What follows belongs to an exercise in optimizing a design on an open flow for small area, a short achievable clock period and few clock cycles; a production flow would make more cautious choices.
Power figures rest on the tool's default switching activity, not on a simulated workload.

==> module ME, before the edit <==
module ME(
    input clk,
    input rst_n,
    input block_valid,
    input area_valid,
    input [7:0] in_data,
    output logic out_valid,
    output logic signed [2:0] out_vector
);
logic [7:0] nblk [0:15];
always_ff @(posedge clk)
    if (block_valid) begin
        for (int k = 0; k < 15; k++) nblk[k] <= nblk[k+1];
        nblk[15] <= ~in_data;
    end
logic [7:0] pix [0:11];
always_ff @(posedge clk) begin
    pix[0] <= in_data;
    for (int d = 1; d < 12; d++) pix[d] <= pix[d-1];
end
function automatic [7:0] pixd(input integer i);
    pixd = i == 0 ? pix[11] : i == 1 ? pix[7] : i == 2 ? pix[3] : in_data;
endfunction
logic [7:0] adv [0:15];
logic       adc [0:15];
always_ff @(posedge clk)
    for (int k = 0; k < 16; k++)
        {adc[k], adv[k]} <= {1'b0, pixd(k/4)} + {1'b0, nblk[k]};
function automatic [11:0] psmask(input integer s);
    psmask = s == 0 ? 12'h0ff : s == 1 ? 12'h1ff : s <= 3 ? 12'h3ff : s <= 7 ? 12'h7ff : 12'hfff;
endfunction
logic [11:0] ps [0:15];
always_ff @(posedge clk)
    for (int s = 0; s < 16; s++)
        ps[s] <= ((s == 0 ? 12'd0 : ps[s-1])
                  + {4'd0, adv[s] ^ {8{~adc[s]}}} + {11'd0, adc[s]}) & psmask(s);
wire [11:0] sad = ps[15];
logic [5:0] idx;
logic v1, v2;
always_ff @(posedge clk, negedge rst_n)
    if (!rst_n) begin
        v1 <= 1'b0;
        v2 <= 1'b0;
    end else begin
        v1 <= area_valid;
        v2 <= v1;
    end
always_ff @(posedge clk)
    idx <= block_valid ? 6'd0 : idx + {5'd0, v2};
wire win_ok = v2 && idx[5:3] >= 3'd3 && idx[2:0] >= 3'd3;
wire first  = idx == 6'd27;
logic [11:0] nmin;    
wire better = first || sad < ~nmin;
logic [2:0] min_x, min_y;
wire [2:0] cur_x = idx[2:0] - 3'd5;    
wire [2:0] cur_y = 3'd5 - idx[5:3];    
always_ff @(posedge clk)
    if (win_ok && better) begin
        nmin    <= ~sad;
        min_x   <= cur_x;
        min_y   <= cur_y;
    end
wire last = v2 && idx == 6'd63;
logic second;
always_ff @(posedge clk, negedge rst_n)
    if (!rst_n) begin
        out_valid  <= 1'b0;
        second     <= 1'b0;
        out_vector <= 3'd0;
    end else begin
        second    <= last;
        out_valid <= last || second;
        if (last)
            out_vector <= better ? cur_x : min_x;
        else if (second)
            out_vector <= min_y;
        else
            out_vector <= 3'd0;
    end
endmodule
==> flow/config.mk <==
export PLATFORM = sky130hd
export DESIGN_NAME = ME
export DESIGN_NICKNAME = ME
export VERILOG_FILES = /design/flow/design.v
export SDC_FILE = /design/flow/constraint.sdc
export NUM_CORES = 8
export LEC_CHECK = 0
export ABC_CLOCK_PERIOD_IN_PS = 2200
export CAP_MARGIN = 20
export CORE_MARGIN = 2
export CORE_UTILIZATION = 60
export CTS_CLUSTER_DIAMETER = 100
export CTS_CLUSTER_SIZE = 30
export SETUP_SLACK_MARGIN = 3.3
export SLEW_MARGIN = 20
export TNS_END_PERCENT = 100
==> flow/constraint.sdc <==
create_clock -name core_clock -period 5.5 [get_ports {clk}]
set_input_delay 1.1000 -clock core_clock [delete_from_list [all_inputs] [get_ports {clk}]]
set_output_delay 1.1000 -clock core_clock [all_outputs]
set_load 0.01 [all_outputs]
run.sh (not shown) runs the stock make flow with config.mk's settings and CLKGATE_MAP_FILE= SYNTH_SCRIPT=/design/flow/synth_recipe.tcl, a recipe that flattens the netlist after the stock synthesis.
The baseline completed without violations.
Next try:
==> flow/design.v (replaced) <==
module ME(
    input clk,
    input rst_n,
    input block_valid,
    input area_valid,
    input [7:0] in_data,
    output logic out_valid,
    output logic signed [2:0] out_vector
);
logic [7:0] nblk [0:15];
always_ff @(posedge clk)
    if (block_valid) begin
        for (int k = 0; k < 15; k++) nblk[k] <= nblk[k+1];
        nblk[15] <= ~in_data;
    end
logic [7:0] pix [0:12];
always_ff @(posedge clk) begin
    pix[0] <= in_data;
    for (int d = 1; d < 13; d++) pix[d] <= pix[d-1];
end
logic [7:0] adv [0:15];
logic       adc [0:15];
always_ff @(posedge clk)
    for (int k = 0; k < 16; k++)
        {adc[k], adv[k]} <= {1'b0, pix[12 - 4*(k/4)]} + {1'b0, nblk[k]};
logic [3:0] plo [0:15], pmid [0:15], phi [0:15];
logic       kc1 [0:15], kc2 [0:15];
function automatic [3:0] himask(input integer s);
    himask = s == 0 ? 4'h0 : s == 1 ? 4'h1 : s <= 3 ? 4'h3 : s <= 7 ? 4'h7 : 4'hf;
endfunction
always_ff @(posedge clk)
    for (int s = 0; s < 16; s++) begin
        logic [7:0] t;
        logic [4:0] lo, mid;
        t = adv[s] ^ {8{~adc[s]}};
        if (s == 0) begin
            lo  = {1'b0, t[3:0]} + {4'd0, adc[s]};
            mid = {1'b0, t[7:4]};
            phi[s] <= 4'd0;
            kc2[s] <= 1'b0;
        end else begin
            lo  = {1'b0, plo[s-1]}  + {1'b0, t[3:0]} + {4'd0, adc[s]};
            mid = {1'b0, pmid[s-1]} + {1'b0, t[7:4]} + {4'd0, kc1[s-1]};
            phi[s] <= (phi[s-1] + {3'd0, kc2[s-1]}) & himask(s);
            kc2[s] <= mid[4];
        end
        plo[s]  <= lo[3:0];
        kc1[s]  <= lo[4];
        pmid[s] <= mid[3:0];
    end
logic [11:0] sad;
always_ff @(posedge clk)
    sad <= {phi[15], pmid[15], plo[15]} + {3'd0, kc2[15], 3'd0, kc1[15], 4'd0};
logic [5:0] idx;
logic v0, v1, v2, v3;
always_ff @(posedge clk, negedge rst_n)
    if (!rst_n) begin
        v0 <= 1'b0;
        v1 <= 1'b0;
        v2 <= 1'b0;
        v3 <= 1'b0;
    end else begin
        v0 <= area_valid;
        v1 <= v0;
        v2 <= v1;
        v3 <= v2;
    end
always_ff @(posedge clk)
    idx <= block_valid ? 6'd0 : idx + {5'd0, v3};
wire win_ok = v3 && idx[5:3] >= 3'd3 && idx[2:0] >= 3'd3;
wire first  = idx == 6'd27;
logic [11:0] nmin;    
wire better = first || sad < ~nmin;
logic [2:0] min_x, min_y;
wire [2:0] cur_x = idx[2:0] - 3'd5;    
wire [2:0] cur_y = 3'd5 - idx[5:3];    
always_ff @(posedge clk)
    if (win_ok && better) begin
        nmin    <= ~sad;
        min_x   <= cur_x;
        min_y   <= cur_y;
    end
wire last = v3 && idx == 6'd63;
logic second;
always_ff @(posedge clk, negedge rst_n)
    if (!rst_n) begin
        out_valid  <= 1'b0;
        second     <= 1'b0;
        out_vector <= 3'd0;
    end else begin
        second    <= last;
        out_valid <= last || second;
        if (last)
            out_vector <= better ? cur_x : min_x;
        else if (second)
            out_vector <= min_y;
        else
            out_vector <= 3'd0;
    end
endmodule
Worst setup slack gets better by 0.091 ns. Wire length drops by 16%. Sequential share of layout area climbs by 6.1 points. Worst hold slack gets better by 0.0032 ns. Maximum frequency climbs by 4.2%. Synthesized area drops by 2.8%. Cell area drops by 4.7%. Clock power climbs by about 6%. Register-to-register slack gets better by 0.10 ns. Total power drops by 11%. Clock skew drops by 0.0088 ns.
No functional check of the RTL was part of any run of this note.

Another version of the RTL of ME (not shown whole).
For scale: roughly 2000 cells after synthesis, roughly 600 flip-flops, about 16 I/O pins, about 25000 um2 of cells after synthesis.
==> module ME, before the edit <==
module ME(
    input clk,
    input rst_n,
    input block_valid,
    input area_valid,
    input [7:0] in_data,
    output logic out_valid,
    output logic signed [2:0] out_vector
);
logic [7:0] nblk [0:15];
always_ff @(posedge clk)
    if (block_valid) begin
        for (int k = 0; k < 15; k++) nblk[k] <= nblk[k+1];
        nblk[15] <= ~in_data;
    end
logic [7:0] pix [0:12];
always_ff @(posedge clk) begin
    pix[0] <= in_data;
    for (int d = 1; d < 13; d++) pix[d] <= pix[d-1];
end
logic [7:0] adv [0:15];
logic       adc [0:15];
always_ff @(posedge clk)
    for (int k = 0; k < 16; k++)
        {adc[k], adv[k]} <= {1'b0, pix[12 - 4*(k/4)]} + {1'b0, nblk[k]};
logic [5:0] pd0 [0:14];
logic [5:0] pd1 [0:14];
logic       kc1 [0:14];
function automatic [5:0] topmask(input integer s);
    integer m, k;
    m = (255 * (s + 1)) >> 6;
    k = 0;
    while (k < m) k = 2 * k + 1;
    topmask = k;
endfunction
always_ff @(posedge clk)
    for (int s = 0; s < 15; s++) begin
        logic [11:0] t;
        logic [6:0] q0;
        logic [6:0] q1;
        t = {4'd0, adv[s] ^ {8{~adc[s]}}};
        q0 = {1'b0, (s == 0 ? 6'd0 : pd0[s-1])} + {1'b0, t[5:0]} + {6'd0, adc[s]};
        q1 = {1'b0, (s == 0 ? 6'd0 : pd1[s-1])} + {1'b0, t[11:6]} + {6'd0, (s == 0 ? 1'b0 : kc1[s-1])};
        pd0[s] <= q0[5:0];
        kc1[s] <= q0[6];
        pd1[s] <= q1[5:0] & topmask(s);
    end
logic [11:0] sad;
always_ff @(posedge clk)
    sad <= {pd1[14], pd0[14]} + ({11'd0, kc1[14]} << 6)
           + {4'd0, adv[15] ^ {8{~adc[15]}}} + {11'd0, adc[15]};
logic [5:0] idx;
logic v0, v1, v2;
always_ff @(posedge clk, negedge rst_n)
    if (!rst_n) begin
        v0 <= 1'b0;
        v1 <= 1'b0;
        v2 <= 1'b0;
    end else begin
        v0 <= area_valid;
        v1 <= v0;
        v2 <= v1;
    end
always_ff @(posedge clk)
    idx <= block_valid ? 6'd0 : idx + {5'd0, v2};
wire win_ok = v2 && idx[5:3] >= 3'd3 && idx[2:0] >= 3'd3;
wire first  = idx == 6'd27;
logic [11:0] nmin;    
wire better = first || sad < ~nmin;
logic [2:0] min_x, min_y;
wire [2:0] cur_x = idx[2:0] - 3'd5;    
wire [2:0] cur_y = 3'd5 - idx[5:3];    
always_ff @(posedge clk)
    if (win_ok && better) begin
        nmin    <= ~sad;
        min_x   <= cur_x;
        min_y   <= cur_y;
    end
wire last = v2 && idx == 6'd63;
logic second;
always_ff @(posedge clk, negedge rst_n)
    if (!rst_n) begin
        out_valid  <= 1'b0;
        second     <= 1'b0;
        out_vector <= 3'd0;
    end else begin
        second    <= last;
        out_valid <= last || second;
        if (last)
            out_vector <= better ? cur_x : min_x;
        else if (second)
            out_vector <= min_y;
        else
            out_vector <= 3'd0;
    end
endmodule
export LEC_CHECK = 0
export ABC_CLOCK_PERIOD_IN_PS = 2200
export CAP_MARGIN = 20
export CORE_MARGIN = 2
export CORE_UTILIZATION = 60
export CTS_CLUSTER_DIAMETER = 100
export CTS_CLUSTER_SIZE = 30
export SETUP_SLACK_MARGIN = 3.3
export SLEW_MARGIN = 20
export TNS_END_PERCENT = 100
create_clock -name core_clock -period 5.5 [get_ports {clk}]
The first run finished with timing, DRC and antenna clean.
==> next run, changes <==
--- a/flow/design.v
+++ b/flow/design.v
@@ -21,36 +21,19 @@
 logic [7:0] adv [0:15];
 logic       adc [0:15];
 always_ff @(posedge clk)
     for (int k = 0; k < 16; k++)
         {adc[k], adv[k]} <= {1'b0, pix[12 - 4*(k/4)]} + {1'b0, nblk[k]};
-logic [5:0] pd0 [0:14];
-logic [5:0] pd1 [0:14];
-logic       kc1 [0:14];
-function automatic [5:0] topmask(input integer s);
-    integer m, k;
-    m = (255 * (s + 1)) >> 6;
-    k = 0;
-    while (k < m) k = 2 * k + 1;
-    topmask = k;
+function automatic [11:0] psmask(input integer s);
+    psmask = s == 0 ? 12'h0ff : s == 1 ? 12'h1ff : s <= 3 ? 12'h3ff : s <= 7 ? 12'h7ff : 12'hfff;
 endfunction
+logic [11:0] ps [0:15];
 always_ff @(posedge clk)
-    for (int s = 0; s < 15; s++) begin
-        logic [11:0] t;
-        logic [6:0] q0;
-        logic [6:0] q1;
-        t = {4'd0, adv[s] ^ {8{~adc[s]}}};
-        q0 = {1'b0, (s == 0 ? 6'd0 : pd0[s-1])} + {1'b0, t[5:0]} + {6'd0, adc[s]};
-        q1 = {1'b0, (s == 0 ? 6'd0 : pd1[s-1])} + {1'b0, t[11:6]} + {6'd0, (s == 0 ? 1'b0 : kc1[s-1])};
-        pd0[s] <= q0[5:0];
-        kc1[s] <= q0[6];
-        pd1[s] <= q1[5:0] & topmask(s);
-    end
-logic [11:0] sad;
-always_ff @(posedge clk)
-    sad <= {pd1[14], pd0[14]} + ({11'd0, kc1[14]} << 6)
-           + {4'd0, adv[15] ^ {8{~adc[15]}}} + {11'd0, adc[15]};
+    for (int s = 0; s < 16; s++)
+        ps[s] <= ((s == 0 ? 12'd0 : ps[s-1])
+                  + {4'd0, adv[s] ^ {8{~adc[s]}}} + {11'd0, adc[s]}) & psmask(s);
+wire [11:0] sad = ps[15];
 logic [5:0] idx;
 logic v0, v1, v2;
 always_ff @(posedge clk, negedge rst_n)
     if (!rst_n) begin
         v0 <= 1'b0;
Via count grows by 15%.
Fmax stays flat.
Routed wire length grows by 11%.
Worst setup slack barely changes.
Final area is higher by 4.2%.
Area after synthesis climbs by 2.2%.
Clock-buffer cell count went down by 2.
Function was not checked in any run of this note: the RTL went through the layout flow alone.

re-timing with driven ports:
How much do the figures lean on ideal ports? The routed layouts below were timed once more, with nothing changed but the port constraints. Step 1 sets driving cells, clkbuf_16 on the clock port and buf_2 on the other inputs (assumed; they add their load-dependent delay and slew). Step 2 also shifts input and output timing later by t, the mid clock arrival at the registers, as if the neighbouring blocks saw the same clock. a / b / c = ideal ports / drivers / drivers and shift; a / b = the first two.
run | t, ns | setup WS [ns] | worst hold slack (ns) | worst setup path after step 2 | latest minus earliest clock arrival (ns)
the first run of note 1 | 0.625 | 3.228 / 3.228 / 2.769 | 0.326 / 0.326 / 0.326 | input to register | 0.031 / 0.031
the second run of note 1 | 0.623 | 3.318 / 3.263 / 2.870 | 0.329 / 0.329 / 0.329 | input to register | 0.020 / 0.020
the first run of note 2 | 0.622 | 3.284 / 3.261 / 2.758 | 0.332 / 0.332 / 0.332 | input to register | 0.013 / 0.014
the second run of note 2 | 0.625 | 3.286 / 3.230 / 3.218 | 0.329 / 0.329 / 0.329 | input to register | 0.024 / 0.025
After both steps setup and hold are still met in every run listed. The setup slack of the first run of note 2, which loses most, moves by -0.023 ns with the drivers and by -0.526 ns with both steps.
